Source: an optimization exercise on an open RTL-to-GDS flow (aim: small area, a short achievable clock period and few clock cycles per item). Production flows keep margins and buffers that such runs may drop. The RTL was checked by simulation tests, not by an equivalence proof against the original design. Power figures rest on the tool's default switching activity, not on a simulated workload.

<file path="flow/config.mk">
export PLATFORM = sky130hd
export DESIGN_NAME = main
export DESIGN_NICKNAME = main
export VERILOG_FILES = /design/flow/design.v
export SDC_FILE = /design/flow/constraint.sdc
export NUM_CORES = 4
export LEC_CHECK = 0
export ABC_AREA = 1
export CAP_MARGIN = 20
export CORE_MARGIN = 2
export CORE_UTILIZATION = 40
export CTS_BUF_LIST = sky130_fd_sc_hd__clkbuf_16
export CTS_CLUSTER_DIAMETER = 100
export CTS_CLUSTER_SIZE = 30
export SLEW_MARGIN = 20
</file>
<file path="flow/constraint.sdc">
create_clock -name core_clock -period 25.0 [get_ports {clk}]
set_input_delay 5.0000 -clock core_clock [delete_from_list [all_inputs] [get_ports {clk}]]
set_output_delay 5.0000 -clock core_clock [all_outputs]
set_load 0.01 [all_outputs]
</file>
<file path="flow/design.v">
module main(
    input clk, rst, start,
    input [3:0] ip,
    output reg [59:0] ans,
    output reg finish
    );
    function automatic ge4(input [3:0] x, input [3:0] y);
        reg r;
        integer j;
        begin
            r = 1'b1;
            for (j = 0; j < 4; j = j + 1)
                r = (x[j] ^ y[j]) ? x[j] : r;
            ge4 = r;
        end
    endfunction
    function automatic gek(input [6:0] x, input [6:0] k);
        reg r;
        integer j;
        begin
            r = 1'b1;
            for (j = 0; j < 7; j = j + 1)
                r = k[j] ? (x[j] & r) : (x[j] | r);
            gek = r;
        end
    endfunction
    reg [3:0]  d;       
    reg [6:0]  cnt;     
    reg        busy;    
    reg [47:0] s;       
    reg [11:0] v;       
    wire [11:0] keep, frz;
    genvar i;
    generate
        for (i = 0; i < 12; i = i + 1) begin : pos
            assign frz[i]  = gek(cnt, 90 + i);
            assign keep[i] = frz[i] | (v[i] & ge4(s[4*i+:4], d));
        end
    endgenerate
    wire [11:0] vn = {keep[10:0], 1'b1};
    wire [11:0] wr = vn & ~keep;
    wire rot  = busy & gek(cnt, 86);
    wire addx = gek(cnt, 89);
    wire [11:0] sel;
    generate
        for (i = 0; i < 12; i = i + 1) begin : sl
            assign sel[i] = cnt == 89 + i;
        end
    endgenerate
    reg  [3:0] ss;
    reg        sv;
    integer k;
    always @(*) begin
        ss = 4'd0;
        sv = 1'b0;
        for (k = 0; k < 12; k = k + 1) begin
            ss = ss | (s[4*k+:4] & {4{sel[k]}});
            sv = sv | (v[k] & sel[k]);
        end
    end
    wire [3:0] x = (sv & ge4(ss, d)) ? ss : (d & {4{addx}});
    wire [3:0] a = ans[59:56];
    wire [4:0] sd;
    wire [4:0] c;
    assign c[0] = 1'b0;
    genvar j;
    generate
        for (j = 0; j < 4; j = j + 1) begin : rc
            assign sd[j] = a[j] ^ x[j] ^ c[j];
            assign c[j+1] = (a[j] & x[j]) | (c[j] & (a[j] ^ x[j]));
        end
    endgenerate
    assign sd[4] = c[4];
    wire [3:0] h = sd[4:1];
    wire cout = h[3] | (h[2] & (h[1] | h[0]));
    wire [3:0] lo = {h[3] ? (h[0] ? 3'b100 : 3'b011) :
                     cout ? {1'b0, h[1] & h[0], h[1] & ~h[0]} : h[2:0], sd[0]};
    wire [13:0] en;
    assign en[0] = 1'b1;
    generate
        for (i = 0; i < 13; i = i + 1) begin : ch
            assign en[i+1] = en[i] & ans[4*i+3] & ans[4*i];
        end
    endgenerate
    wire [13:0] inc = {14{cout}} & en & {frz[10:0], 3'b111};
    wire [59:0] turned;
    assign turned[3:0] = lo;
    generate
        for (i = 1; i < 15; i = i + 1) begin : tn
            wire [3:0] q = ans[4*(i-1)+:4];
            wire t = inc[i-1];
            assign turned[4*i]   = q[0] ^ t;
            assign turned[4*i+1] = (q[1] ^ (t & q[0])) & ~(t & q[3]);
            assign turned[4*i+2] = q[2] ^ (t & q[1] & q[0]);
            assign turned[4*i+3] = q[3] ^ (t & q[0] & (q[3] | (q[2] & q[1])));
        end
    endgenerate
    always @(posedge clk) begin
        d <= ip;
        if (rst) ans <= 60'd0;
        else if (rot) ans <= turned;
        finish <= rst | (finish ? !start : (cnt == 7'd100));
        busy <= !rst & (busy ? (cnt != 7'd100) : (finish & start));
        cnt <= busy ? cnt + 7'd1 : 7'd0;
        v <= (cnt == 7'd0) ? 12'd0 : vn;
        for (k = 0; k < 12; k = k + 1)
            if (wr[k]) s[4*k+:4] <= d;
    end
endmodule
</file>
<file path="flow/flow/run.sh">
#!/bin/bash
# Standard layout, with plain buffers on the ports.
set -euo pipefail
export BUFFER_PORTS_ARGS="-buffer_cell sky130_fd_sc_hd__buf_1"
bash standard.sh > standard.log 2>&1
</file>
<file path="flow/standard.sh">
#!/bin/bash
# synth_recipe.tcl (not shown) runs the flow's synth.tcl, then flattens the netlist and writes it again
# the make line also repeats each setting of config.mk as NAME=value (left out here)
make -C /OpenROAD-flow-scripts/flow DESIGN_CONFIG=/design/flow/config.mk WORK_HOME=/design/flow/orfs CLKGATE_MAP_FILE= SYNTH_SCRIPT=/design/flow/synth_recipe.tcl "${@:-finish}"
</file>
==> run_results.csv, run 1 <==
group,metric,value,unit
status,outcome,"finished clean",
clock_tree,h-tree-depth,4,
power_and_ir_drop,report.power.total,478.7,µW
route,num_vias,6296,
setup_path,rr_startpoint,"cnt[4]",
power_and_ir_drop,combPwrFrac,3.2,%
setup_path,ff2ff_path_depth,28,
die,start_util,40.97,%
die,die_area,18800,µm²
finish,insertedDiodeCount,0,
power_and_ir_drop,power.density,59.56,nW/µm²
power_and_ir_drop,p_int,373.6,µW
sta,min_period,6.087,ns
setup_path,worstSetupPathType,"reg -> out",
synthesis,yosys-top-cells-area,"dfxtp_1, edfxtp_1, nand2_1",
synthesis,yosysTopAreaCellShare,24.01,%
sta,max_freq,164.3,MHz
grt,met1_usage,29.25,%
route,ant_nets,0,
setup_path,cp-end-kind,"output pin",
setup_path,start_kind,"flip-flop",
route,wl_per_cell,15.82,µm
grt,grt_overflow,0,
sta,finalSetupTns,0,ns
synthesis,synth_area_per_cell,7.762,µm²
die,die_h,137.1,µm
setup_path,crit_path_max_fanout,6,
synthesis,seq_area_frac_synth,44.35,%
clock_tree,clock_latency,0.43,ns
power_and_ir_drop,power.leakage,0.003409,µW
power_and_ir_drop,ir_drop,0.00004956,V
power_and_ir_drop,sequentialPowerShare,48.2,%
route,firstDrtPassIters,5,
clock_tree,path_clk_slew,0.06,ns
power_and_ir_drop,sw_frac_of_total,21.95,%
setup_path,slowest_delay,0.47,ns
grt,grt_pass1_wl,30.64,mm
sta,setup_viol,0,
synthesis,synth_edf_count,48,
grt,top_usage_layer,"met2",
route,drt_first_iter_violations,521,
worst_hold_path,min_to,"cnt[0]",
setup_path,crit_slowest_cell,"dfxtp_1",
clock_tree,clock-sinks,133,
worst_hold_path,hold_path.startpoint,"cnt[0]",
clock_tree,numCtsBuffers,17,
route,drc,0,
sta,post-route-period-util,24.35,%
placement,dp_hpwl,13.15,mm
finish,multi_input_area,3392,µm²
synthesis,synth_top_cell_by_area,"dfxtp_1",
synthesis,netlist_instances,913,
placement,place_congestion,0.8709,
setup_path,path_cells,"buf_1",
grt,grt_pass1_vias,5880,
placement,placement.io_buffers,67,
finish,fin_nets,1004,
grt,gr-usage-met3,5.259,%
die,die_w,137.1,µm
synthesis,ys_warn_count,1,
worst_hold_path,worstHoldPathType,"reg -> reg",
synthesis,synth_seq_cells,133,
power_and_ir_drop,power_switching,105.1,µW
clock_tree,cts_max_path_buffers,2,
finish,drive_gt1_share,6.998,%
clock_tree,hold_buffers,0,
setup_path,cp.required,20.00,ns
grt,use_met2,32.78,%
finish,seqCellArea,3143,µm²
die,ios,68,
grt,grt_max_degree,67,
synthesis,netlist_area,7087,µm²
clock_tree,cts_resized,0,
synthesis,synth-main-ff-cell,"dfxtp_1",
finish,fillers,1762,
synthesis,ys_types,44,
sta,rsz0062_at_grt,"no",
grt,antenna_found_initial,0,
sta,slew_headroom,28.57,%
clock_tree,post_cts_buffers,0,
worst_hold_path,min_path_cells,1,
job,max-cap-violations,0,
sta,drv_slew,0,
grt,grt_usage,21.34,%
sta,clock_skew,0.008203,ns
synthesis,async_reset_ff_share,0,%
route,wl,19.16,mm
die,core,17300,µm²
sta,worst_pin_slew,1.070,ns
synthesis,synth_top_cells_by_count,"nand2_1, nor2_1, inv_1",
clock_tree,cts-root-buf,"clkbuf_16",
clock_tree,cts_tree,"yes",
die,num_rows,48,
power_and_ir_drop,clkPwrFrac,48.6,%
sta,hold_viol,0,
route,routed_via_density,5.199,
finish,areaGrowthSynthToFinish,13.42,%
setup_path,critical-path-top-delay-family,"flip-flops",
synthesis,synth_most_common_cell,"nand2_1",
setup_path,critPathArrivalTime,1.09,ns
setup_path,rr_endpoint,"ans[23]",
sta,fin_hold_ws,0.4823,ns
setup_path,ff2ff_setup_slack,19.58,ns
setup_path,worst-path-buf-inv,1,
[logic make-up after synthesis]
family / after synthesis / share of synthesized area [%]
AO/OA/AOI/OAI: 172 / 13.52
XOR/XNOR: 12 / 1.483
adder cells (fa/ha/maj): 36 / 6.250
buffers and inverters: 137 / 7.857
flip-flops: 133 / 44.35
multiplexers: 2 / 0.3001
AND/OR/NAND/NOR: 421 / 26.24
[cell usage in the layout (no fill, tap or decap), drive strengths merged]
cell     count
nor3b        1
clkinv       6
nor2       126
or3          1
nor3         9
nand2      174
fa           3
and3         1
o2111ai      2
a211oi      11
xor2        11
o21ai       69
o22ai       12
xnor2        1
nand4       14
clkbuf      17
a21oi       57
inv        114
or2          6
mux2         1
mux2i        1
buf         71
edfxtp      48
nand3       86
o211ai       6
nand3b       3
a221oi       1
bufinv       2
a31oi       14
ha          21
dfxtp       85
maj3        12
[flip-flops by register name, indices dropped and copies added, names as in the netlist]
name    cells
cnt         7
finish      1
busy        1
v          12
s          48
d           4
ans        60
[how the worst max path moves through the flow]
stage                          to  startpoint  slack, ns  cells after the start
after detailed placement   ans[1]         rst      18.30                      5
final                      ans[3]      ans[3]      18.91                      1
after CTS                  ans[1]         rst      18.76                      5
after global routing       ans[0]      ans[0]      18.83                      1
after floorplan           ans[44]         rst      19.21                      5
after global placement     ans[1]         rst      18.37                      5
[per-layer routing]
metal  share of wire, %  up-vias  routed length (µm)
li1                   -     3189                   -
met1                 48     2951                9229
met2                 46      137                8824
met3                4.3       19                 829
met4                1.4        0                 274
met5                  0        -                   0
[power by group through the flow]
| stage | registers, µW | clock network (µW) | logic (µW) |
|---|---|---|---|
| 3_5_place_dp | 235 | 0 | 15.3 |
| 5_1_grt | 231 | 247 | 17.1 |
| 3_3_place_gp | 235 | 0 | 15.0 |
| 2_1_floorplan | 233 | 0 | 10.8 |
| 4_1_cts | 231 | 236 | 15.3 |
| 6_report | 231 | 233 | 15.4 |
[final cells by class]
cell class | instances | share of cell area, %
clock buffers | 17 | 5.293
clock inverters | 15 | 1.401
inverters | 107 | 4.997
multi-input cells | 643 | 42.20
flip-flops and latches | 133 | 39.10
well taps | 225 | 3.502
repair buffers | 71 | 3.502
[per-stage QoR]
step / instance area (µm²) / instances / worst slack [ns] / utilization [%]
4_1_cts: 8038 / 1211 / 18.76 / 46.47
2_1_floorplan: 7087 / 913 / 19.21 / -
3_3_place_gp: 7500 / 1179 / 18.37 / 43.36
3_5_place_dp: 7500 / 1179 / 18.30 / 43.36
6_report: 8038 / 1211 / 18.91 / 46.47
5_1_grt: 8038 / 1211 / 18.83 / 46.47
Testbench counts, summed over its fixed seeds: cycles 19,584, lines 192.
==> inputs of run 2 (changes only) <==
--- a/flow/design.v
+++ b/flow/design.v
@@ -25,6 +25,7 @@
         end
     endfunction
     reg [3:0]  d;       
+    localparam [6:0] B = 7'd26;
     reg [6:0]  cnt;     
     reg        busy;    
     reg [47:0] s;       
@@ -33,18 +34,18 @@
     genvar i;
     generate
         for (i = 0; i < 12; i = i + 1) begin : pos
-            assign frz[i]  = gek(cnt, 90 + i);
+            assign frz[i]  = gek(cnt, B + 90 + i);
             assign keep[i] = frz[i] | (v[i] & ge4(s[4*i+:4], d));
         end
     endgenerate
     wire [11:0] vn = {keep[10:0], 1'b1};
     wire [11:0] wr = vn & ~keep;
-    wire rot  = busy & gek(cnt, 86);
-    wire addx = gek(cnt, 89);
+    wire rot  = busy & gek(cnt, B + 86);
+    wire addx = gek(cnt, B + 89);
     wire [11:0] sel;
     generate
         for (i = 0; i < 12; i = i + 1) begin : sl
-            assign sel[i] = cnt == 89 + i;
+            assign sel[i] = cnt == B + 89 + i;
         end
     endgenerate
     reg  [3:0] ss;
@@ -89,20 +90,21 @@
         for (i = 1; i < 15; i = i + 1) begin : tn
             wire [3:0] q = ans[4*(i-1)+:4];
             wire t = inc[i-1];
+            wire t0 = t & q[0];
             assign turned[4*i]   = q[0] ^ t;
-            assign turned[4*i+1] = (q[1] ^ (t & q[0])) & ~(t & q[3]);
-            assign turned[4*i+2] = q[2] ^ (t & q[1] & q[0]);
-            assign turned[4*i+3] = q[3] ^ (t & q[0] & (q[3] | (q[2] & q[1])));
+            assign turned[4*i+1] = q[1] ^ (t0 & ~q[3]);
+            assign turned[4*i+2] = q[2] ^ (t0 & q[1]);
+            assign turned[4*i+3] = q[3] ^ (t0 & (q[3] | (q[2] & q[1])));
         end
     endgenerate
     always @(posedge clk) begin
         d <= ip;
         if (rst) ans <= 60'd0;
         else if (rot) ans <= turned;
-        finish <= rst | (finish ? !start : (cnt == 7'd100));
-        busy <= !rst & (busy ? (cnt != 7'd100) : (finish & start));
-        cnt <= busy ? cnt + 7'd1 : 7'd0;
-        v <= (cnt == 7'd0) ? 12'd0 : vn;
+        finish <= rst | (finish ? !start : (cnt == B + 7'd100));
+        busy <= !rst & (busy ? (cnt != B + 7'd100) : (finish & start));
+        cnt <= busy ? cnt + 7'd1 : B;
+        v <= (cnt == B) ? 12'd0 : vn;
         for (k = 0; k < 12; k = k + 1)
             if (wr[k]) s[4*k+:4] <= d;
     end
--- a/flow/config.mk
+++ b/flow/config.mk
@@ -9,7 +9,7 @@
 export CAP_MARGIN = 20
 export CORE_MARGIN = 2
 export CORE_UTILIZATION = 40
-export CTS_BUF_LIST = sky130_fd_sc_hd__clkbuf_16
+export CTS_BUF_LIST = sky130_fd_sc_hd__clkbuf_8
 export CTS_CLUSTER_DIAMETER = 100
 export CTS_CLUSTER_SIZE = 30
 export SLEW_MARGIN = 20
==> run 2 against run 1 <==
- still clean
- register-to-register slack lost 0.62 ns
- total power decreased by 9.7%
- first-iteration DRC count is 41% lower
- combinational power increased by 5%
- flip-flop and latch count is the same
- critical path depth unchanged
- largest cell class unchanged
==> run_results.csv, run 2 <==
group,metric,value,unit
clock_tree,cts_max_path_buffers,2,
die,ios,68,
setup_path,crit_path_max_fanout,6,
synthesis,seq_area_frac_synth,47.19,%
grt,grt_overflow,0,
synthesis,synth_compound_area_share,13.96,%
finish,drive_gt1_share,8.390,%
synthesis,netlist_instances,810,
setup_path,cp-end-kind,"output pin",
synthesis,synth_xor_area_share,2.104,%
route,firstDrtPassIters,5,
route,drc,0,
clock_tree,cts_tree,"yes",
sta,worst_pin_slew,0.9625,ns
setup_path,worstSetupPathType,"reg -> out",
placement,place_congestion,0.8454,
grt,grt_usage,19.37,%
clock_tree,post_cts_buffers,0,
status,outcome,"finished clean",
die,die_area,17700,µm²
synthesis,synth_most_common_cell,"nand2_1",
grt,grt_max_degree,63,
synthesis,ys_types,42,
finish,insertedDiodeCount,0,
setup_path,path_cells,"buf_1",
finish,biggestRegsByFlops,"ans: 60 flops, s: 48 flops, v: 12 flops",
synthesis,synth_top_family_by_area,"simple AND/OR/NAND/NOR gates",
die,num_rows,47,
setup_path,cp.required,20.00,ns
finish,multi_input_area,3166,µm²
clock_tree,cts_resized,0,
power_and_ir_drop,power.density,57.68,nW/µm²
sta,post-route-period-util,24.29,%
synthesis,ys_warn_count,1,
power_and_ir_drop,ir_drop,0.00002850,V
grt,antenna_found_initial,0,
route,drt_first_iter_violations,305,
clock_tree,clock-sinks,133,
sta,setup_viol,0,
setup_path,crit_slowest_cell,"dfxtp_1",
synthesis,synth_top_cells_by_count,"nand2_1, nor2_1, dfxtp_1",
sta,slew_headroom,35.74,%
die,die_w,133.0,µm
finish,seqCellArea,3143,µm²
synthesis,synthMuxAreaShare,0,%
setup_path,worst-path-buf-inv,1,
placement,placement.io_buffers,67,
job,max-cap-violations,0,
grt,grt_pass1_wl,26.99,mm
synthesis,yosys-top-cells-area,"dfxtp_1, edfxtp_1, nand2_1",
sta,fin_hold_ws,0.4775,ns
synthesis,yosysTopAreaCellShare,25.55,%
die,start_util,40.59,%
sta,clock_skew,0.01137,ns
sta,max_freq,164.7,MHz
finish,final_common_cell,"nand2_1",
synthesis,synth_seq_cells,133,
finish,largest_reg_flops,60,
sta,min_period,6.073,ns
clock_tree,path_clk_slew,0.07,ns
synthesis,synth_edf_count,48,
route,num_vias,5588,
die,die_h,133.0,µm
finish,final_cell_mix,"nand2_1, nor2_1, dfxtp_1",
route,wl_per_cell,15.02,µm
sta,rsz0062_at_grt,"no",
clock_tree,h-tree-depth,4,
synthesis,netlist_area,6660,µm²
synthesis,async_reset_ff_share,0,%
clock_tree,cts-root-buf,"clkbuf_8",
synthesis,synth_top_cell_by_area,"dfxtp_1",
route,ant_nets,0,
setup_path,start_kind,"flip-flop",
placement,dp_hpwl,11.69,mm
finish,fin_nets,900,
sta,hold_viol,0,
clock_tree,clock_latency,0.45,ns
clock_tree,hold_buffers,0,
setup_path,slowest_delay,0.43,ns
die,core,16410,µm²
clock_tree,numCtsBuffers,17,
finish,fillers,1684,
worst_hold_path,worstHoldPathType,"reg -> reg",
power_and_ir_drop,power.leakage,0.002993,µW
synthesis,synthAdderAreaFrac,6.350,%
grt,grt_pass1_vias,5254,
route,wl,16.55,mm
sta,drv_slew,0,
synthesis,synthSimpleGateAreaFrac,25.02,%
finish,regMostFlops,"ans",
synthesis,synth_area_per_cell,8.222,µm²
route,routed_via_density,5.071,
synthesis,synth-main-ff-cell,"dfxtp_1",
finish,areaGrowthSynthToFinish,12.57,%
setup_path,critical-path-top-delay-family,"flip-flops",
sta,finalSetupTns,0,ns
setup_path,critPathArrivalTime,1.07,ns
==> run 2: cell count changes after synthesis, moves of 5 or more <==
cell	delta
a211oi_1	+15
a21oi_1	+10
inv_1	-44
nand2_1	-28
nand3_1	-48
nand4_1	-9
nor2_1	+22
nor2_4	+7
nor3_1	+10
o211ai_1	-5
o21ai_0	-26
==> run 2: per-layer routing <==
metal / vias to the layer above / global-route usage, % / wire (µm)
li1: 2873 / - / -
met2: 98 / 31.75 / 7959
met5: - / 0 / 0
met4: 0 / 5.854 / 225
met3: 16 / 3.985 / 578
met1: 2601 / 25.84 / 7789
==> run 2: cell families (layout without fill, tap and decap cells) <==
logic type,after synthesis,after routing
and+or+nand+nor,374,374
AOI/OAI and AO/OA,163,163
DFF,133,133
buffers and inverters,90,162
adders and majority gates,34,34
xor gates and xnor gates,16,16
==> run 2: path summary, 6_finish.rpt <==
path | slack (ns) | startpoint | cells past startpoint | end
setup / recovery | 18.93 | ans[3] | 1 | ans[3]
hold reg to reg | 0.48 | cnt[0] | 1 | cnt[0]
setup reg to reg | 18.96 | cnt[6] | 29 | ans[29]
hold / removal | 0.48 | cnt[0] | 1 | cnt[0]
==> run 2: where the power goes <==
part	internal [µW]	switching, µW
logic	4.98	11.2
registers	227	3.59
clock network	101	85.0
total	333	99.8
==> run 2: stage by stage <==
stage	worst slack, ns	area [µm²]	util [%]	std cells	power, µW
floorplan	19.32	6660	-	810	246.2
global placement	18.70	7087	43.19	1070	251.9
detailed placement	18.71	7087	43.19	1070	252.1
CTS	18.89	7497	45.70	1102	436.9
global route	18.31	7497	45.70	1102	448.8
finish	18.93	7497	45.70	1102	432.4
==> run 2: layout make-up <==
type	instances	area share, %
clock buffers	18	3.304
clock inverters	14	2.170
inverters	60	3.037
multi-input cells	587	42.22
flip-flops and latches	133	41.92
well taps	220	3.672
repair buffers	70	3.672
Testbench counts of run 2, summed over its fixed seeds: cycles 19,584, lines 192.
==> inputs of run 3 (changes only) <==
==> flow/flow/run.sh (replaced) <==
#!/bin/bash
# The standard layout with two changes: plain buf_1 cells as the port
# buffers, and the flip-flops that drive the outputs one size up.
set -euo pipefail
export BUFFER_PORTS_ARGS="-buffer_cell sky130_fd_sc_hd__buf_1"
export PRE_RESIZE_TCL="$PWD/flow/upsize_out.tcl"
bash standard.sh > standard.log 2>&1
==> flow/flow/upsize_out.tcl (new file) <==
# Hook run before the resize step: the flip-flops that drive output ports
# through their port buffers get a stronger drive (same function, same cell
# type, larger size), to speed up the paths to the outputs.
set n 0
foreach p [get_ports *] {
  if {[get_property $p direction] != "output"} { continue }
  set net [get_nets [get_name $p]]
  foreach pin [get_pins -of_objects $net -filter "direction==output"] {
    set buf [get_cells -of_objects $pin]
    foreach in [get_pins -of_objects $buf -filter "direction==input"] {
      set n2 [get_nets -of_objects $in]
      foreach dp [get_pins -of_objects $n2 -filter "direction==output"] {
        set ff [get_cells -of_objects $dp]
        if {[get_property $ff ref_name] == "sky130_fd_sc_hd__dfxtp_1"} {
          replace_cell $ff sky130_fd_sc_hd__dfxtp_2
          incr n
        }
      }
    }
  }
}
puts "upsize_out: $n output flip-flops upsized"
==> run 3 against run 2 <==
- still clean
- routed wire length shrank 0.15%
- global-route usage shrank 0.11 points
- flip-flop and latch count stayed put
- largest power group unchanged
==> run_results.csv, run 3 <==
group,metric,value,unit
clock_tree,clock_latency,0.45,ns
setup_path,start_kind,"flip-flop",
grt,top_usage_layer,"met2",
sta,clock_skew,0.01211,ns
sta,setup_viol,0,
route,wl,16.53,mm
route,wl_per_cell,15.00,µm
die,num_rows,47,
synthesis,synth_top_cell_by_area,"dfxtp_1",
finish,areaGrowthSynthToFinish,13.94,%
clock_tree,post_cts_buffers,0,
grt,gr-usage-met3,4.100,%
die,core,16410,µm²
finish,fin_nets,900,
setup_path,worstSetupPathType,"reg -> reg",
synthesis,synth_edf_count,48,
clock_tree,numCtsBuffers,17,
setup_path,slowest_delay,0.53,ns
finish,largest_reg_flops,60,
setup_path,crit_path_max_fanout,21,
route,ant_nets,0,
clock_tree,clock-sinks,133,
die,start_util,40.59,%
sta,fin_ws,18.90,ns
synthesis,netlist_instances,810,
finish,final_cell_mix,"nand2_1, nor2_1, a21oi_1, buf_1, dfxtp_2",
clock_tree,h-tree-depth,4,
clock_tree,path_clk_slew,0.08,ns
route,firstDrtPassIters,4,
synthesis,netlist_area,6660,µm²
synthesis,synth_top_cells_by_count,"nand2_1, nor2_1, dfxtp_1",
grt,grt_overflow,0,
finish,regMostFlops,"ans",
die,ios,68,
synthesis,ys_warn_count,1,
synthesis,yosysTopAreaCellShare,25.55,%
setup_path,worst_path_most_repeated_cell,"nand2_1",
sta,max_freq,163.8,MHz
route,num_vias,5574,
power_and_ir_drop,ir_drop,0.00003582,V
sta,rsz0062_at_grt,"no",
grt,grt_pass1_wl,26.86,mm
worst_hold_path,worstHoldPathType,"reg -> reg",
clock_tree,cts_resized,0,
status,outcome,"finished clean",
sta,worst_pin_slew,0.9684,ns
finish,final_core_util,46.25,%
power_and_ir_drop,power.density,58.06,nW/µm²
grt,grt_usage,19.25,%
synthesis,async_reset_ff_share,0,%
grt,grt_max_degree,63,
sta,slew_headroom,35.35,%
synthesis,synth_most_common_cell,"nand2_1",
route,routed_via_density,5.058,
setup_path,cp.required,25.32,ns
finish,insertedDiodeCount,0,
synthesis,yosys-top-cells-area,"dfxtp_1, edfxtp_1, nand2_1",
sta,hold_viol,0,
sta,drv_slew,0,
clock_tree,cts_max_path_buffers,2,
sta,post-route-period-util,24.41,%
synthesis,synth_area_per_cell,8.222,µm²
route,drc,0,
grt,met1_usage,26.16,%
die,die_h,133.0,µm
power_and_ir_drop,power.leakage,0.003032,µW
grt,use_met2,30.14,%
die,die_w,133.0,µm
grt,grt_pass1_vias,5287,
clock_tree,cts-root-buf,"clkbuf_8",
placement,place_congestion,0.8454,
finish,drive_gt1_share,15.19,%
die,die_area,17700,µm²
grt,antenna_found_initial,0,
setup_path,crit_slowest_cell,"o21ai_1",
placement,placement.io_buffers,67,
sta,fin_hold_ws,0.4722,ns
setup_path,cp-end-kind,"flip-flop",
setup_path,critPathArrivalTime,6.42,ns
synthesis,synth-main-ff-cell,"dfxtp_1",
synthesis,synth_seq_cells,133,
worst_hold_path,min_path_cells,1,
synthesis,ys_types,42,
sta,finalSetupTns,0,ns
finish,biggestRegsByFlops,"ans: 60 flops, s: 48 flops, v: 12 flops",
placement,dp_hpwl,11.74,mm
clock_tree,cts_tree,"yes",
synthesis,seq_area_frac_synth,47.19,%
route,drt_first_iter_violations,358,
setup_path,ff2ff_path_depth,29,
clock_tree,hold_buffers,0,
job,max-cap-violations,0,
sta,min_period,6.104,ns
placement,pre_cts_ws,18.70,ns
setup_path,ff2ff_setup_slack,18.90,ns
finish,final_common_cell,"nand2_1",
run 3: worst paths after layout:
check | start | to
worst min register to register | cnt[0] | cnt[0]
worst max-delay path | cnt[6] | ans[49]
worst max register to register | cnt[6] | ans[49]
worst min-delay path | cnt[0] | cnt[0]
run 3: layout make-up:
type	instances	area [µm²]
multi-input combinational	587	3166
inverter	60	227.7
fill	1671	8818
sequential	133	3219
clock inverter	15	191.4
timing repair buffer	70	275.3
tap	220	275.3
clock buffer	17	234.0
run 3: where the power goes:
group	internal, µW	switching, µW
combinational	4.99	11.2
clock	108	86.0
sequential	227	3.60
total	340	101
run 3: per-layer routing:
layer / share of wire, % / routed length, µm
met1: 48 / 7885
met2: 46 / 7614
met3: 3.7 / 605
met4: 2.6 / 422
met5: 0 / 0
run 3: critical path, delay by kind of cell, from the launching register on:
kind,cells,cell delay (ns)
compound gates,3,0.75
simple gates,18,2.31
fa+ha+maj,5,1.81
flops,1,0.41
buf+inv,3,0.65
run 3: cell families after synthesis:
kind of cell	synth area share, %
AO/OA/AOI/OAI	13.96
AND/OR/NAND/NOR	25.02
buffers and inverters	5.373
flip-flops	47.19
XOR/XNOR	2.104
adder cells (fa/ha/maj)	6.350
run 3: through the flow:
stage	cell area [µm²]	instances	power [µW]
2_1_floorplan	6660	810	246.2
3_3_place_gp	7087	1070	251.9
3_5_place_dp	7163	1070	252.0
4_1_cts	7589	1102	444.2
5_1_grt	7589	1102	456.1
6_report	7589	1102	440.6
==> inputs of run 4 (changes only) <==
==> flow/flow/run.sh (replaced) <==
#!/bin/bash
# The standard layout with three changes: plain buf_1 cells as the port
# buffers, the flip-flops that drive the outputs one size up, and the
# timing repair after global routing aimed past the 25 ns constraint.
set -euo pipefail
export BUFFER_PORTS_ARGS="-buffer_cell sky130_fd_sc_hd__buf_1"
export PRE_RESIZE_TCL="$PWD/flow/upsize_out.tcl"
bash standard.sh cts > standard_cts.log 2>&1
export SETUP_SLACK_MARGIN=19.05
bash standard.sh > standard.log 2>&1
==> run 4 against run 3 <==
- hold slack improved by 0.0022 ns
- synthesized area unchanged
- register-to-register slack improved by 0.63 ns
- still clean on timing, DRC and antenna
- worst setup slack improved by 0.17 ns
==> run_results.csv, run 4 <==
group,metric,value,unit
power_and_ir_drop,combPwrFrac,3.8,%
power_and_ir_drop,ir_drop,0.00003638,V
power_and_ir_drop,power.density,52.10,nW/µm²
synthesis,async_reset_ff_share,0,%
synthesis,netlist_area,6660,µm²
placement,pre_cts_ws,18.70,ns
grt,grt_pass1_vias,5287,
synthesis,yosysTopAreaCellShare,25.55,%
setup_path,critical-path-top-delay-family,"flip-flops",
setup_path,critPathArrivalTime,0.94,ns
grt,use_met2,30.14,%
placement,placement.io_buffers,67,
worst_hold_path,min_to,"cnt[0]",
setup_path,rr_endpoint,"ans[49]",
sta,rsz0062_at_grt,"yes",
placement,place_congestion,0.8454,
route,wl_per_cell,15.21,µm
sta,min_period,5.937,ns
finish,final_common_cell,"nand2_1",
worst_hold_path,hold_path.startpoint,"cnt[0]",
clock_tree,clock-sinks,133,
finish,fin_nets,946,
power_and_ir_drop,p_int,336.7,µW
grt,antenna_found_initial,0,
finish,drive_gt1_share,26.19,%
finish,largest_reg_flops,60,
grt,top_usage_layer,"met2",
synthesis,netlist_instances,810,
synthesis,ys_warn_count,1,
synthesis,synth_compound_area_share,13.96,%
sta,slew_headroom,34.19,%
route,drt_first_iter_violations,359,
sta,drv_slew,0,
setup_path,path_cells,"buf_6",
status,outcome,"finished clean",
route,wl,17.46,mm
setup_path,crit_path_max_fanout,4,
setup_path,worst-path-buf-inv,1,
finish,fillers,1568,
synthesis,synth_area_per_cell,8.222,µm²
setup_path,cp-end-kind,"output pin",
sta,fin_hold_ws,0.4745,ns
finish,seqCellArea,3294,µm²
power_and_ir_drop,power.leakage,0.003573,µW
route,firstDrtPassIters,4,
worst_hold_path,worstHoldPathType,"reg -> reg",
sta,finalSetupTns,0,ns
setup_path,rr_startpoint,"cnt[5]",
synthesis,synth_xor_area_share,2.104,%
power_and_ir_drop,sequentialPowerShare,51.9,%
synthesis,synth_seq_cells,133,
clock_tree,cts_max_path_buffers,2,
synthesis,ys_types,42,
grt,grt_pass1_wl,26.86,mm
clock_tree,clock_latency,0.45,ns
grt,gr-usage-met3,4.100,%
power_and_ir_drop,power_switching,101.4,µW
die,core,16410,µm²
grt,grt_overflow,0,
clock_tree,h-tree-depth,4,
grt,grt_usage,19.25,%
finish,insertedDiodeCount,0,
finish,biggestRegsByFlops,"ans: 60 flops, s: 48 flops, v: 12 flops",
job,max-cap-violations,0,
die,start_util,40.59,%
power_and_ir_drop,report.power.total,438.2,µW
sta,max_freq,168.4,MHz
die,die_area,17700,µm²
setup_path,ff2ff_path_depth,29,
sta,clock_skew,0.01241,ns
placement,dp_hpwl,11.74,mm
grt,met1_usage,26.16,%
setup_path,ff2ff_setup_slack,19.53,ns
route,drc,0,
synthesis,seq_area_frac_synth,47.19,%
synthesis,synth_most_common_cell,"nand2_1",
sta,post-route-period-util,23.75,%
finish,final_core_util,51.26,%
synthesis,synth_top_cells_by_count,"nand2_1, nor2_1, dfxtp_1",
worst_hold_path,min_path_cells,1,
sta,setup_viol,0,
setup_path,worstSetupPathType,"reg -> out",
sta,fin_ws,19.06,ns
synthesis,synthAdderAreaFrac,6.350,%
clock_tree,cts_tree,"yes",
sta,hold_viol,0,
setup_path,cp.required,20.00,ns
finish,regMostFlops,"ans",
finish,multi_input_area,3184,µm²
setup_path,slowest_delay,0.37,ns
finish,areaGrowthSynthToFinish,26.28,%
grt,grt_max_degree,63,
route,ant_nets,0,
power_and_ir_drop,clkPwrFrac,44.3,%
synthesis,synthSimpleGateAreaFrac,25.02,%
power_and_ir_drop,sw_frac_of_total,23.15,%
die,ios,68,
sta,worst_pin_slew,0.9857,ns
synthesis,synthMuxAreaShare,0,%
synthesis,synth_top_cell_by_area,"dfxtp_1",
synthesis,synth_top_family_by_area,"simple AND/OR/NAND/NOR gates",
synthesis,yosys-top-cells-area,"dfxtp_1, edfxtp_1, nand2_1",
clock_tree,numCtsBuffers,17,
die,num_rows,47,
finish,final_cell_mix,"nand2_1, nor2_1, a21oi_1",
clock_tree,cts-root-buf,"clkbuf_8",
route,num_vias,5808,
synthesis,synth_edf_count,48,
setup_path,start_kind,"flip-flop",
synthesis,synth-main-ff-cell,"dfxtp_1",
clock_tree,path_clk_slew,0.08,ns
die,die_w,133.0,µm
die,die_h,133.0,µm
setup_path,crit_slowest_cell,"dfxtp_4",
route,routed_via_density,5.059,
[run 4: cell count changes in the layout (fill, tap and decap cells not counted), moves of 11 or more]
cell / change
buf_1: -61
dfxtp_2: -30
dfxtp_4: +30
clkbuf_2: +11
buf_6: +48
buf_4: +46
[run 4: area by class of cell]
cell class / count / area share, %
Timing Repair Buffer: 115 / 11.80
Inverter: 60 / 2.782
Clock buffer: 17 / 2.782
Multi-Input combinational cell: 587 / 37.86
Timing Repair inverter: 1 / 0.05951
Clock inverter: 15 / 2.276
Sequential cell: 133 / 39.17
Tap cell: 220 / 3.273
[run 4: how the worst max path moves through the flow]
stage / depth (start not counted) / to / slack, ns / from
after global routing: 5 / ans[58] / 18.99 / rst
after detailed placement: 5 / ans[8] / 18.70 / rst
after CTS: 29 / ans[49] / 18.89 / cnt[6]
final: 1 / ans[2] / 19.06 / ans[2]
after floorplan: 5 / ans[2] / 19.32 / rst
after global placement: 5 / ans[8] / 18.70 / rst
[run 4: routing by layer]
| metal | routed length [µm] | vias to the layer above |
|---|---|---|
| li1 | - | 2976 |
| met1 | 8165 | 2686 |
| met2 | 8325 | 124 |
| met3 | 638 | 22 |
| met4 | 333 | 0 |
| met5 | 0 | - |
[run 4: cell families (layout without fill, tap and decap cells)]
kind of cell,after synthesis,after routing
adders and majority gates,34,34
buffers and inverters,90,208
DFF,133,133
AOI/OAI and AO/OA,163,163
xor gates and xnor gates,16,16
and+or+nand+nor,374,374
[run 4: stage by stage]
| step | area (µm²) | std cells |
|---|---|---|
| floorplan | 6660 | 810 |
| global placement | 7087 | 1070 |
| detailed placement | 7163 | 1070 |
| CTS | 7589 | 1102 |
| global route | 8411 | 1148 |
| finish | 8411 | 1148 |
[run 4: power groups by stage]
stage          clock [µW]  sequential (µW)  combinational, µW
6_report              194              228               16.6
3_3_place_gp            0              236               16.3
2_1_floorplan           0              234               12.1
5_1_grt               207              228               18.6
3_5_place_dp            0              236               16.4
4_1_cts               197              231               16.4
[run 4: what timing repair did]
action | 4_1_cts | 5_1_grt
buffers inserted | 0 | 45
gates resized for setup | 0 | 204
endpoints found under the setup margin | 0 | 110
hold buffers | 0 | 0
==> inputs of run 5 (changes only) <==
--- a/flow/flow/run.sh
+++ b/flow/flow/run.sh
@@ -6,5 +6,6 @@
 export BUFFER_PORTS_ARGS="-buffer_cell sky130_fd_sc_hd__buf_1"
 export PRE_RESIZE_TCL="$PWD/flow/upsize_out.tcl"
 bash standard.sh cts > standard_cts.log 2>&1
-export SETUP_SLACK_MARGIN=19.05
+export SETUP_SLACK_MARGIN=19.0
+export TNS_END_PERCENT=0
 bash standard.sh > standard.log 2>&1
==> run 5 against run 4 <==
- critical path depth unchanged
- die area unchanged
- clock power about the same
- clock skew up 0.0030 ns
- routed wire length down 4.6%
- worst setup slack worse by 0.055 ns
- non-clock buffer count down 45
- critical path type unchanged
- highest routed layer unchanged
==> run_results.csv, run 5 <==
group,metric,value,unit
finish,seqCellArea,3224,µm²
worst_hold_path,worstHoldPathType,"reg -> reg",
finish,multi_input_area,3177,µm²
sta,max_freq,166.9,MHz
grt,top_usage_layer,"met2",
setup_path,slowest_delay,0.35,ns
setup_path,ff2ff_path_depth,29,
route,routed_via_density,5.079,
finish,final_common_cell,"nand2_1",
placement,dp_hpwl,11.74,mm
route,wl,16.67,mm
synthesis,synth-main-ff-cell,"dfxtp_1",
clock_tree,numCtsBuffers,17,
status,outcome,"finished clean",
sta,fin_hold_ws,0.4759,ns
power_and_ir_drop,power.density,57.73,nW/µm²
die,start_util,40.59,%
grt,use_met2,30.14,%
synthesis,yosysTopAreaCellShare,25.55,%
synthesis,netlist_area,6660,µm²
finish,insertedDiodeCount,0,
power_and_ir_drop,power.leakage,0.003096,µW
sta,rsz0062_at_grt,"yes",
clock_tree,clock_latency,0.46,ns
route,wl_per_cell,15.11,µm
synthesis,yosys-top-cells-area,"dfxtp_1, edfxtp_1, nand2_1",
setup_path,path_cells,"buf_1",
route,ant_nets,0,
route,drc,0,
sta,fin_ws,19.01,ns
power_and_ir_drop,ir_drop,0.00003606,V
worst_hold_path,min_path_cells,1,
synthesis,synth_seq_cells,133,
synthesis,synth_edf_count,48,
synthesis,synth_top_cells_by_count,"nand2_1, nor2_1, dfxtp_1",
setup_path,crit_path_max_fanout,3,
synthesis,seq_area_frac_synth,47.19,%
clock_tree,h-tree-depth,4,
setup_path,cp-end-kind,"output pin",
sta,drv_slew,0,
finish,biggestRegsByFlops,"ans: 60 flops, s: 48 flops, v: 12 flops",
die,die_w,133.0,µm
synthesis,synth_area_per_cell,8.222,µm²
finish,fin_nets,901,
setup_path,worstSetupPathType,"reg -> out",
finish,instances_no_fill,1103,
grt,grt_max_degree,63,
finish,drive_gt1_share,17.55,%
grt,antenna_found_initial,0,
route,drt_first_iter_violations,355,
grt,grt_pass1_vias,5287,
synthesis,synth_top_cell_by_area,"dfxtp_1",
grt,grt_usage,19.25,%
sta,finalSetupTns,0,ns
clock_tree,cts-root-buf,"clkbuf_8",
grt,grt_pass1_wl,26.86,mm
die,core,16410,µm²
placement,placement.io_buffers,67,
placement,dp_cells,1070,
die,ios,68,
setup_path,worst-path-buf-inv,1,
grt,gr-usage-met3,4.100,%
sta,min_period,5.993,ns
setup_path,critPathArrivalTime,0.99,ns
sta,post-route-period-util,23.97,%
synthesis,ys_types,42,
placement,place_congestion,0.8454,
grt,grt_overflow,0,
synthesis,async_reset_ff_share,0,%
synthesis,synth_most_common_cell,"nand2_1",
die,num_rows,47,
grt,met1_usage,26.16,%
sta,hold_viol,0,
clock_tree,cts_max_path_buffers,2,
sta,slew_headroom,34.83,%
clock_tree,cts_tree,"yes",
sta,setup_viol,0,
setup_path,start_kind,"flip-flop",
die,die_h,133.0,µm
synthesis,netlist_instances,810,
finish,areaGrowthSynthToFinish,14.69,%
setup_path,worst-path-stages,1,
job,max-cap-violations,0,
setup_path,cp.required,20.00,ns
synthesis,ys_warn_count,1,
finish,largest_reg_flops,60,
sta,worst_pin_slew,0.9761,ns
placement,pre_cts_ws,18.70,ns
route,firstDrtPassIters,5,
finish,final_core_util,46.56,%
finish,fillers,1656,
setup_path,crit_slowest_cell,"dfxtp_2",
sta,clock_skew,0.01540,ns
setup_path,critical-path-top-delay-family,"flip-flops",
finish,regMostFlops,"ans",
die,die_area,17700,µm²
route,num_vias,5602,
clock_tree,clock-sinks,133,
finish,final_cell_mix,"nand2_1, nor2_1, a21oi_1",
clock_tree,path_clk_slew,0.09,ns
[run 5: power breakdown]
group | internal (µW) | leakage [µW] | switching [µW]
Sequential | 227 | 0.00116 | 3.75
Combinational | 4.99 | 0.00171 | 11.4
Clock | 108 | 0.000225 | 86.2
Total | 340 | 0.00310 | 101
[run 5: final cells by class]
class	instances	area share, %
well taps	220	3.604
inverters	60	3.063
repair inverters	1	0.06552
repair buffers	70	3.898
clock inverters	15	2.506
multi-input cells	587	41.59
clock buffers	17	3.063
flip-flops and latches	133	42.21
[run 5: final timing paths]
path / end / from / slack, ns
max: ans[56] / ans[56] / 19.01
min: cnt[0] / cnt[0] / 0.48
max reg2reg: ans[49] / cnt[5] / 19.48
min reg2reg: cnt[0] / cnt[0] / 0.48
[run 5: cell families after synthesis]
family / count (synthesis) / share of synthesized area (%)
AOI/OAI and AO/OA: 163 / 13.96
DFF: 133 / 47.19
adders and majority gates: 34 / 6.350
and+or+nand+nor: 374 / 25.02
xor gates and xnor gates: 16 / 2.104
buffers and inverters: 90 / 5.373
[run 5: metal layers]
metal  share of wire, %  routed length (µm)  up-vias
met2                 46                7664      108
met3                3.8                 633       30
met4                2.5                 425        0
met5                  0                   0        -
li1                   -                   -     2880
met1                 48                7943     2584
[run 5: what timing repair did]
item,in CTS,in global routing
endpoints found under the setup margin,0,103
buffers inserted,0,0
gates resized for setup,0,25
hold buffers,0,0
[run 5: through the flow]
stage | power (µW) | instance area, µm²
finish | 441.0 | 7639
global route | 456.1 | 7639
CTS | 444.2 | 7589
detailed placement | 252.0 | 7163
global placement | 251.9 | 7087
floorplan | 246.2 | 6660
==> inputs of run 6 (changes only) <==
==> flow/flow/run.sh (replaced) <==
#!/bin/bash
# The standard layout with three changes: plain buf_1 cells as the port
# buffers, the flip-flops that drive the outputs one size up, and the
# timing repair after global routing aimed at its worst path, past the
# 25 ns constraint.
set -euo pipefail
export BUFFER_PORTS_ARGS="-buffer_cell sky130_fd_sc_hd__buf_1"
export REMOVE_ABC_BUFFERS=1
export PRE_RESIZE_TCL="$PWD/flow/upsize_out.tcl"
bash standard.sh cts > standard_cts.log 2>&1
export SETUP_SLACK_MARGIN=19.0
export TNS_END_PERCENT=0
bash standard.sh > standard.log 2>&1
==> run 6 against run 5 <==
- via count shrank 0.41%
- maximum frequency decreased by 0.46%
- non-clock buffer count is the same
- global-route usage down 0.40 points
- register-to-register slack improved by 0.16 ns
- final area shrank 0.95%
- flip-flop and latch count did not move
- clock skew about the same
- sequential power is essentially flat
==> run_results.csv, run 6 <==
group,metric,value,unit
status,outcome,"finished clean",
finish,fin_nets,900,
die,start_util,40.59,%
sta,worst_pin_slew,0.9799,ns
clock_tree,clock_latency,0.45,ns
setup_path,ff2ff_setup_slack,19.64,ns
sta,clock_skew,0.01579,ns
die,ios,68,
die,num_rows,47,
grt,grt_pass1_vias,5172,
power_and_ir_drop,report.power.total,420.4,µW
route,ant_nets,0,
finish,final_cell_mix,"nand2_1, nor2_1, a21oi_1, buf_1, dfxtp_2",
clock_tree,cts_max_path_buffers,2,
synthesis,synth_area_per_cell,8.222,µm²
route,wl,16.34,mm
placement,place_congestion,0.8683,
grt,grt_usage,18.85,%
grt,grt_max_degree,63,
finish,drive_gt1_share,15.53,%
synthesis,synth_edf_count,48,
clock_tree,h-tree-depth,4,
grt,grt_pass1_wl,26.21,mm
sta,rsz0062_at_grt,"yes",
grt,antenna_found_initial,0,
sta,slew_headroom,34.58,%
sta,setup_viol,0,
setup_path,start_kind,"flip-flop",
sta,hold_viol,0,
finish,regMostFlops,"ans",
clock_tree,cts-root-buf,"clkbuf_8",
sta,finalSetupTns,0,ns
die,die_w,133.0,µm
synthesis,netlist_instances,810,
clock_tree,cts_tree,"yes",
synthesis,seq_area_frac_synth,47.19,%
setup_path,rr_startpoint,"cnt[1]",
setup_path,crit_slowest_cell,"dfxtp_2",
setup_path,worstSetupPathType,"reg -> out",
route,wl_per_cell,14.83,µm
synthesis,async_reset_ff_share,0,%
setup_path,critPathArrivalTime,1.02,ns
clock_tree,hold_buffers,0,
synthesis,synth_top_cells_by_count,"nand2_1, nor2_1, dfxtp_1",
setup_path,cp-startpoint,"ans[54]",
finish,seqCellArea,3219,µm²
finish,areaGrowthSynthToFinish,13.60,%
setup_path,ff2ff_path_depth,31,
die,die_h,133.0,µm
worst_hold_path,worstHoldPathType,"reg -> reg",
synthesis,ys_types,42,
route,drt_first_iter_violations,354,
route,num_vias,5579,
grt,grt_overflow,0,
setup_path,path_cells,"buf_1",
die,core,16410,µm²
clock_tree,path_clk_slew,0.08,ns
finish,multi_input_area,3184,µm²
synthesis,ys_warn_count,1,
die,die_area,17700,µm²
sta,max_freq,166.1,MHz
power_and_ir_drop,ir_drop,0.00002835,V
sta,drv_slew,0,
clock_tree,numCtsBuffers,17,
synthesis,synth-main-ff-cell,"dfxtp_1",
route,drc,0,
setup_path,slowest_delay,0.38,ns
synthesis,yosysTopAreaCellShare,25.55,%
setup_path,cp.required,20.00,ns
finish,biggestRegsByFlops,"ans: 60 flops, s: 48 flops, v: 12 flops",
synthesis,yosys-top-cells-area,"dfxtp_1, edfxtp_1, nand2_1",
setup_path,rr_endpoint,"ans[49]",
setup_path,critPathCapture,"ans[54]",
finish,insertedDiodeCount,0,
finish,final_common_cell,"nand2_1",
placement,placement.io_buffers,67,
setup_path,worst-path-buf-inv,1,
placement,dp_hpwl,11.50,mm
finish,largest_reg_flops,60,
synthesis,netlist_area,6660,µm²
setup_path,crit_path_max_fanout,4,
clock_tree,clock-sinks,133,
setup_path,worst-path-stages,1,
finish,fillers,1655,
sta,post-route-period-util,24.08,%
synthesis,synth_seq_cells,133,
setup_path,cp-end-kind,"output pin",
power_and_ir_drop,power.leakage,0.003021,µW
route,firstDrtPassIters,5,
power_and_ir_drop,power.density,55.56,nW/µm²
synthesis,synth_most_common_cell,"nand2_1",
job,max-cap-violations,0,
setup_path,critical-path-top-delay-family,"flip-flops",
synthesis,synth_top_cell_by_area,"dfxtp_1",
route,routed_via_density,5.063,
sta,min_period,6.020,ns
-- run 6: area by class of cell --
class | instances | area share (%)
flip-flops and latches | 133 | 42.55
multi-input cells | 587 | 42.09
repair buffers | 70 | 3.638
well taps | 220 | 3.638
clock buffers | 19 | 3.456
inverters | 60 | 3.092
clock inverters | 13 | 1.538
-- run 6: stage by stage --
stage | hold slack, ns | util (%) | cells | setup WS, ns | area [µm²]
2_1_floorplan | 0.4332 | - | 780 | 19.44 | 6530
3_3_place_gp | 0.4577 | 43.19 | 1070 | 18.71 | 7087
3_5_place_dp | 0.4637 | 43.66 | 1070 | 18.68 | 7163
4_1_cts | 0.4827 | 45.96 | 1102 | 18.93 | 7541
5_1_grt | 0.5218 | 46.11 | 1102 | 18.93 | 7566
6_report | 0.4778 | 46.11 | 1102 | 18.98 | 7566
-- run 6: cells by family (layout without fill, tap and decap cells) --
| kind of cell | count (synthesis) | count (layout) | share of synthesized area (%) |
|---|---|---|---|
| AO/OA/AOI/OAI | 163 | 163 | 13.96 |
| XOR/XNOR | 16 | 16 | 2.104 |
| adder cells (fa/ha/maj) | 34 | 34 | 6.350 |
| buffers and inverters | 90 | 162 | 5.373 |
| flip-flops | 133 | 133 | 47.19 |
| AND/OR/NAND/NOR | 374 | 374 | 25.02 |
-- run 6: what timing repair did --
| action | in CTS | in global routing |
|---|---|---|
| setup buffers | 0 | 0 |
| resized for setup | 0 | 6 |
| endpoints found under the setup margin | 0 | 101 |
-- run 6: worst min path at each step --
stage,start,to,slack (ns),depth (start not counted)
after CTS,cnt[0],cnt[0],0.48,1
after detailed placement,cnt[0],cnt[0],0.46,1
after floorplan,cnt[0],cnt[0],0.43,1
after global placement,cnt[0],cnt[0],0.46,1
final,cnt[0],cnt[0],0.48,1
after global routing,cnt[0],cnt[0],0.52,1
-- run 6: layer usage --
layer | GRT usage, % | share of wire (%) | vias up
li1 | - | - | 2871
met1 | 25.06 | 48 | 2601
met2 | 30.43 | 47 | 87
met3 | 3.755 | 3.4 | 20
met4 | 7.109 | 1.8 | 0
met5 | 0 | 0 | -
-- run 6: where the power goes --
group | internal, µW | switching [µW]
combinational | 5.00 | 11.4
sequential | 227 | 3.81
clock | 91.8 | 81.3
==> inputs of run 7 (changes only) <==
--- a/flow/flow/run.sh
+++ b/flow/flow/run.sh
@@ -5,7 +5,6 @@
 # 25 ns constraint.
 set -euo pipefail
 export BUFFER_PORTS_ARGS="-buffer_cell sky130_fd_sc_hd__buf_1"
-export REMOVE_ABC_BUFFERS=1
 export PRE_RESIZE_TCL="$PWD/flow/upsize_out.tcl"
 bash standard.sh cts > standard_cts.log 2>&1
 export SETUP_SLACK_MARGIN=19.0
==> run 7 against run 6 <==
- via count increased by 0.41%
- critical path depth is the same
- register-to-register slack worse by 0.16 ns
- first-iteration DRC count grew 0.28%
- clock power is 12% higher
- routed wire length rose by 2.0%
- final cell count hardly changed
- hold slack worse by 0.0019 ns
- sequential power about the same
- synthesized cell count unchanged
- global-route usage grew 0.40 points
- die area is the same
- largest cell class unchanged
- highest routed layer unchanged
==> run_results.csv, run 7 <==
group,metric,value,unit
clock_tree,cts-root-buf,"clkbuf_8",
finish,fillers,1656,
clock_tree,cts_max_path_buffers,2,
route,wl_per_cell,15.11,µm
finish,biggestRegsByFlops,"ans: 60 flops, s: 48 flops, v: 12 flops",
finish,regMostFlops,"ans",
sta,rsz0062_at_grt,"yes",
synthesis,yosysTopAreaCellShare,25.55,%
setup_path,ff2ff_setup_slack,19.48,ns
synthesis,synth_top_cells_by_count,"nand2_1, nor2_1, dfxtp_1",
route,num_vias,5602,
power_and_ir_drop,ir_drop,0.00003606,V
die,die_w,133.0,µm
setup_path,ff2ff_path_depth,29,
setup_path,slowest_delay,0.35,ns
sta,drv_slew,0,
die,core,16410,µm²
clock_tree,numCtsBuffers,17,
finish,drive_gt1_share,17.55,%
clock_tree,cts_tree,"yes",
worst_hold_path,hold_path.startpoint,"cnt[0]",
setup_path,rr_endpoint,"ans[49]",
route,firstDrtPassIters,5,
sta,min_period,5.993,ns
finish,fin_area,7639,µm²
power_and_ir_drop,power.density,57.73,nW/µm²
route,routed_via_density,5.079,
sta,post-route-period-util,23.97,%
synthesis,seq_area_frac_synth,47.19,%
clock_tree,clock_latency,0.46,ns
placement,dp_cells,1070,
setup_path,crit_path_max_fanout,3,
clock_tree,clock-sinks,133,
clock_tree,h-tree-depth,4,
sta,slew_headroom,34.83,%
placement,placement.io_buffers,67,
finish,final_cell_mix,"nand2_1, nor2_1, a21oi_1",
sta,clock_skew,0.01540,ns
clock_tree,path_clk_slew,0.09,ns
route,ant_nets,0,
clock_tree,hold_buffers,0,
clock_tree,cts_resized,0,
placement,place_congestion,0.8454,
worst_hold_path,min_path_cells,1,
grt,antenna_found_initial,0,
synthesis,synth_top_cell_by_area,"dfxtp_1",
placement,pre_cts_ws,18.70,ns
setup_path,worstSetupPathType,"reg -> out",
worst_hold_path,min_to,"cnt[0]",
grt,grt_max_degree,63,
route,drt_first_iter_violations,355,
synthesis,ys_warn_count,1,
setup_path,worst-path-buf-inv,1,
sta,setup_viol,0,
die,die_area,17700,µm²
power_and_ir_drop,report.power.total,441.0,µW
synthesis,ys_types,42,
synthesis,async_reset_ff_share,0,%
finish,fin_nets,901,
finish,instances_no_fill,1103,
synthesis,synth_edf_count,48,
route,drc,0,
power_and_ir_drop,power.leakage,0.003096,µW
synthesis,yosys-top-cells-area,"dfxtp_1, edfxtp_1, nand2_1",
setup_path,cp-end-kind,"output pin",
sta,max_freq,166.9,MHz
sta,worst_pin_slew,0.9761,ns
sta,finalSetupTns,0,ns
route,wl,16.67,mm
die,start_util,40.59,%
job,max-cap-violations,0,
setup_path,critPathArrivalTime,0.99,ns
setup_path,path_cells,"buf_1",
setup_path,crit_slowest_cell,"dfxtp_2",
placement,dp_hpwl,11.74,mm
synthesis,netlist_instances,810,
worst_hold_path,worstHoldPathType,"reg -> reg",
placement,post_dp_cell_area,7163,µm²
die,ios,68,
finish,final_common_cell,"nand2_1",
clock_tree,post_cts_buffers,0,
setup_path,start_kind,"flip-flop",
grt,grt_usage,19.25,%
status,outcome,"finished clean",
finish,areaGrowthSynthToFinish,14.69,%
synthesis,synth_area_per_cell,8.222,µm²
synthesis,synth_seq_cells,133,
grt,grt_pass1_vias,5287,
sta,hold_viol,0,
die,num_rows,47,
sta,fin_ws,19.01,ns
synthesis,synth_most_common_cell,"nand2_1",
synthesis,netlist_area,6660,µm²
finish,insertedDiodeCount,0,
finish,largest_reg_flops,60,
grt,grt_pass1_wl,26.86,mm
setup_path,rr_startpoint,"cnt[5]",
setup_path,critical-path-top-delay-family,"flip-flops",
die,die_h,133.0,µm
grt,grt_overflow,0,
setup_path,cp.required,20.00,ns
synthesis,synth-main-ff-cell,"dfxtp_1",
run 7: logic make-up (layout without fill, tap and decap cells):
group           after synthesis  count (layout)  share of synthesized area, %
flops                       133             133                         47.19
compound gates              163             163                         13.96
buf+inv                      90             163                         5.373
xor+xnor                     16              16                         2.104
simple gates                374             374                         25.02
fa+ha+maj                    34              34                         6.350
run 7: worst reg2reg max path, delay by kind of cell (launching register included):
kind                       cells  cell delay, ns
AOI/OAI and AO/OA              3            0.59
buffers and inverters          3            0.47
DFF                            1            0.44
and+or+nand+nor               18            2.08
adders and majority gates      5            1.81
run 7: metrics by stage:
step           utilization [%]  hold slack, ns
2_1_floorplan                -          0.4332
3_3_place_gp             43.19          0.4554
3_5_place_dp             43.66          0.4649
4_1_cts                  46.25          0.4809
5_1_grt                  46.56          0.4983
6_report                 46.56          0.4759
run 7: worst max-delay path by stage:
stage | from | to | slack, ns | cells past startpoint
2_1_floorplan | rst | ans[2] | 19.32 | 5
3_3_place_gp | rst | ans[8] | 18.70 | 5
3_5_place_dp | rst | ans[8] | 18.70 | 5
4_1_cts | cnt[6] | ans[49] | 18.89 | 29
5_1_grt | ans[56] | ans[56] | 18.96 | 1
6_report | ans[56] | ans[56] | 19.01 | 1
run 7: area by class of cell:
cell class	count	area, µm²	share of cell area, %
Inverter	60	234.0	3.063
Clock inverter	15	191.4	2.506
Sequential cell	133	3224	42.21
Tap cell	220	275.3	3.604
Multi-Input combinational cell	587	3177	41.59
Timing Repair Buffer	70	297.8	3.898
Timing Repair inverter	1	5.005	0.06552
Clock buffer	17	234.0	3.063
run 7: layer usage:
metal	up-vias	share of wire (%)	global-route usage, %
met5	-	0	0
met4	0	2.5	7.407
met3	30	3.8	4.100
met2	108	46	30.14
met1	2584	48	26.16
li1	2880	-	-
run 7: where the power goes:
group	switching, µW	internal, µW	leakage (µW)
logic	11.4	4.99	0.00171
clock network	86.2	108	0.000225
registers	3.75	227	0.00116
total	101	340	0.00310
==> inputs of run 8 (changes only) <==
--- a/flow/flow/run.sh
+++ b/flow/flow/run.sh
@@ -5,6 +5,8 @@
 # 25 ns constraint.
 set -euo pipefail
 export BUFFER_PORTS_ARGS="-buffer_cell sky130_fd_sc_hd__buf_1"
+export REMOVE_ABC_BUFFERS=1
+export CTS_ARGS="-sink_clustering_enable -repair_clock_nets -sink_clustering_size 30 -sink_clustering_max_diameter 100 -buf_list sky130_fd_sc_hd__clkbuf_8 -root_buf sky130_fd_sc_hd__clkbuf_16 -dont_use_dummy_load"
 export PRE_RESIZE_TCL="$PWD/flow/upsize_out.tcl"
 bash standard.sh cts > standard_cts.log 2>&1
 export SETUP_SLACK_MARGIN=19.0
==> run 8 against run 7 <==
- synthesized area did not move
- first-iteration DRC count decreased by 4.8%
- clock-buffer cell count stayed put
- via count down 1.2%
- die area stayed put
- core utilization is 1.3 points lower
- critical endpoint is now ans[8]
- still clean on timing, DRC and antenna
- worst setup slack better by 0.045 ns
- sequential share of layout area rose by 1.1 points
==> run_results.csv, run 8 <==
group,metric,value,unit
die,die_h,133.0,µm
grt,antenna_found_initial,0,
sta,rsz0062_at_grt,"yes",
route,ant_nets,0,
clock_tree,cts_tree,"yes",
power_and_ir_drop,clkPwrFrac,35.1,%
setup_path,critPathArrivalTime,6.15,ns
synthesis,synth_most_common_cell,"nand2_1",
synthesis,synth-main-ff-cell,"dfxtp_1",
synthesis,seq_area_frac_synth,47.19,%
grt,grt_overflow,0,
power_and_ir_drop,ir_drop,0.00003479,V
route,wl,16.37,mm
synthesis,netlist_area,6660,µm²
finish,insertedDiodeCount,0,
sta,post-route-period-util,23.79,%
setup_path,ff2ff_path_depth,23,
route,wl_per_cell,15.06,µm
setup_path,worstSetupPathType,"in -> reg",
grt,grt_pass1_vias,5134,
placement,dp_cells,1070,
route,drc,0,
finish,final_cell_mix,"nand2_1, nor2_1, a21oi_1, buf_1, dfxtp_2",
synthesis,ys_warn_count,1,
power_and_ir_drop,sequentialPowerShare,60.6,%
grt,grt_usage,18.77,%
grt,grt_pass1_wl,26.09,mm
sta,finalSetupTns,0,ns
setup_path,slowest_delay,0.42,ns
power_and_ir_drop,power.leakage,0.002936,µW
synthesis,synth_seq_cells,133,
route,routed_via_density,5.091,
sta,drv_slew,0,
sta,max_freq,168.1,MHz
synthesis,netlist_instances,810,
route,drt_first_iter_violations,338,
clock_tree,hold_buffers,0,
clock_tree,cts-root-buf,"clkbuf_16",
synthesis,synth_edf_count,48,
setup_path,rr_endpoint,"ans[29]",
power_and_ir_drop,p_int,296.2,µW
die,ios,68,
synthesis,async_reset_ff_share,0,%
sta,worst_pin_slew,0.9806,ns
synthesis,yosys-top-cells-area,"dfxtp_1, edfxtp_1, nand2_1",
placement,post_dp_cell_area,7163,µm²
finish,instances_no_fill,1087,
synthesis,synth_top_cells_by_count,"nand2_1, nor2_1, dfxtp_1",
setup_path,cp-startpoint,"rst",
setup_path,cp-end-kind,"flip-flop",
finish,fin_nets,900,
placement,pre_cts_ws,18.68,ns
die,start_util,40.59,%
finish,drive_gt1_share,14.42,%
die,core,16410,µm²
sta,setup_viol,0,
setup_path,start_kind,"input pin",
sta,fin_ws,19.05,ns
synthesis,yosysTopAreaCellShare,25.55,%
finish,regMostFlops,"ans",
die,die_w,133.0,µm
clock_tree,numCtsBuffers,17,
worst_hold_path,worstHoldPathType,"reg -> reg",
finish,largest_reg_flops,60,
job,max-cap-violations,0,
synthesis,synth_area_per_cell,8.222,µm²
route,firstDrtPassIters,5,
power_and_ir_drop,combPwrFrac,4.3,%
power_and_ir_drop,power.density,51.27,nW/µm²
power_and_ir_drop,sw_frac_of_total,22.28,%
sta,clock_skew,0.02252,ns
clock_tree,clock_latency,0.37,ns
placement,placement.io_buffers,67,
finish,fin_area,7433,µm²
placement,dp_hpwl,11.50,mm
sta,hold_viol,0,
die,num_rows,47,
finish,fillers,1661,
synthesis,synth_top_cell_by_area,"dfxtp_1",
status,outcome,"finished clean",
die,die_area,17700,µm²
clock_tree,path_clk_slew,0.07,ns
setup_path,crit_slowest_cell,"inv_1",
setup_path,cp.required,25.21,ns
synthesis,ys_types,42,
setup_path,ff2ff_setup_slack,19.62,ns
clock_tree,cts_max_path_buffers,2,
clock_tree,h-tree-depth,4,
setup_path,critPathCapture,"ans[8]",
sta,slew_headroom,34.53,%
setup_path,rr_startpoint,"d[2]",
grt,grt_max_degree,63,
power_and_ir_drop,power_switching,84.93,µW
finish,areaGrowthSynthToFinish,11.61,%
route,num_vias,5534,
finish,biggestRegsByFlops,"ans: 60 flops, s: 48 flops, v: 12 flops",
sta,min_period,5.947,ns
setup_path,path_cells,"clkbuf_2, buf_4, inv_1, o21ai_0, a21oi_1",
placement,place_congestion,0.8683,
clock_tree,clock-sinks,133,
finish,final_core_util,45.31,%
finish,final_common_cell,"nand2_1",
setup_path,crit_path_max_fanout,41,
-- run 8: cell count changes in the layout (fill, tap and decap cells not counted), moves of 2 or more --
cell	before	now
bufinv_16	4	0
inv_1	56	52
dfxtp_2	59	61
clkinv_4	4	0
clkbuf_2	19	1
dfxtp_4	2	0
buf_1	48	66
-- run 8: layout make-up --
| type | count | area, µm² | share of cell area [%] |
|---|---|---|---|
| Tap cell | 220 | 275.3 | 3.703 |
| Multi-Input combinational cell | 587 | 3184 | 42.84 |
| Clock buffer | 17 | 245.2 | 3.299 |
| Inverter | 60 | 234.0 | 3.148 |
| Sequential cell | 133 | 3219 | 43.31 |
| Timing Repair Buffer | 70 | 275.3 | 3.703 |
-- run 8: worst min-delay path by stage --
| stage | start | slack [ns] | to | cells after the start |
|---|---|---|---|---|
| after detailed placement | cnt[0] | 0.46 | cnt[0] | 1 |
| after CTS | cnt[0] | 0.48 | cnt[0] | 1 |
| after global routing | cnt[0] | 0.52 | cnt[0] | 1 |
| after global placement | cnt[0] | 0.46 | cnt[0] | 1 |
| final | cnt[0] | 0.48 | cnt[0] | 1 |
| after floorplan | cnt[0] | 0.43 | cnt[0] | 1 |
-- run 8: stage by stage --
step	power, µW	hold WS [ns]
3_3_place_gp	251.9	0.4577
5_1_grt	395.6	0.5215
4_1_cts	384.9	0.4824
3_5_place_dp	252.1	0.4637
6_report	381.1	0.4789
2_1_floorplan	244.9	0.4332
-- run 8: cells by family after synthesis --
| logic type | after synthesis | share of synthesized area [%] |
|---|---|---|
| XOR/XNOR | 16 | 2.104 |
| AO/OA/AOI/OAI | 163 | 13.96 |
| AND/OR/NAND/NOR | 374 | 25.02 |
| flip-flops | 133 | 47.19 |
| adder cells (fa/ha/maj) | 34 | 6.350 |
| buffers and inverters | 90 | 5.373 |
-- run 8: worst max-delay path, delay by kind of cell --
family | cells | cell delay [ns]
buffers and inverters | 3 | 0.88
AOI/OAI and AO/OA | 2 | 0.24
-- run 8: what timing repair did --
item                       CTS  global route
setup endpoints to repair    0            54
resized for setup            0             6
setup buffers                0             0
-- run 8: per-layer routing --
metal / vias up / track usage, % / routed length, µm
met5: - / 0 / 0
met4: 0 / 7.109 / 293
met3: 18 / 3.640 / 522
met2: 102 / 30.28 / 7618
met1: 2553 / 25.01 / 7932
li1: 2861 / - / -
-- run 8: power by group through the flow --
stage / registers (µW) / clock network, µW / logic [µW]
2_1_floorplan: 234 / 0 / 10.7
3_3_place_gp: 236 / 0 / 16.2
3_5_place_dp: 236 / 0 / 16.4
4_1_cts: 231 / 137 / 16.5
5_1_grt: 231 / 146 / 18.3
6_report: 231 / 134 / 16.4

==> afterwards: timing with drivers on the ports <==
In the flow no input, the clock included, has a driving cell. The finished layouts below were timed again as built, in two steps.
Step 1: set_driving_cell puts a clkbuf_16 on clk and a buf_2 on each other input, an assumption about the parent block.
Step 2 moves the port delays by t, midway between the first and last clock arrival at a register: inputs arrive t later, outputs are due t later. That takes back most of the time a late clock gives input paths.
a / b / c = ideal / step 1 / step 2; a / b = the first two.
run	shift t [ns]	setup slack, ns	hold slack, ns	slew at the worst register clock pin (ns)	cell pins on the clock port's net
run 1	0.473	18.914 / 18.867 / 18.709	0.482 / 0.482 / 0.482	0.06 / 0.06	1
run 2	0.479	18.927 / 18.890 / 18.734	0.478 / 0.478 / 0.478	0.08 / 0.08	1
run 3	0.484	18.896 / 18.896 / 18.678	0.472 / 0.472 / 0.472	0.08 / 0.08	1
run 4	0.484	19.063 / 19.024 / 18.657	0.474 / 0.474 / 0.474	0.08 / 0.08	1
run 5	0.487	19.007 / 18.969 / 18.689	0.476 / 0.476 / 0.476	0.09 / 0.09	1
run 6	0.476	18.980 / 18.943 / 18.672	0.478 / 0.478 / 0.478	0.08 / 0.08	1
run 7	0.487	19.007 / 18.969 / 18.689	0.476 / 0.476 / 0.476	0.09 / 0.09	1
run 8	0.398	19.053 / 19.020 / 18.673	0.479 / 0.479 / 0.479	0.07 / 0.07	1
After both steps setup and hold are still met in every run listed. The setup slack of run 4, which loses most, moves by -0.039 ns with the drivers and by -0.406 ns with both steps.
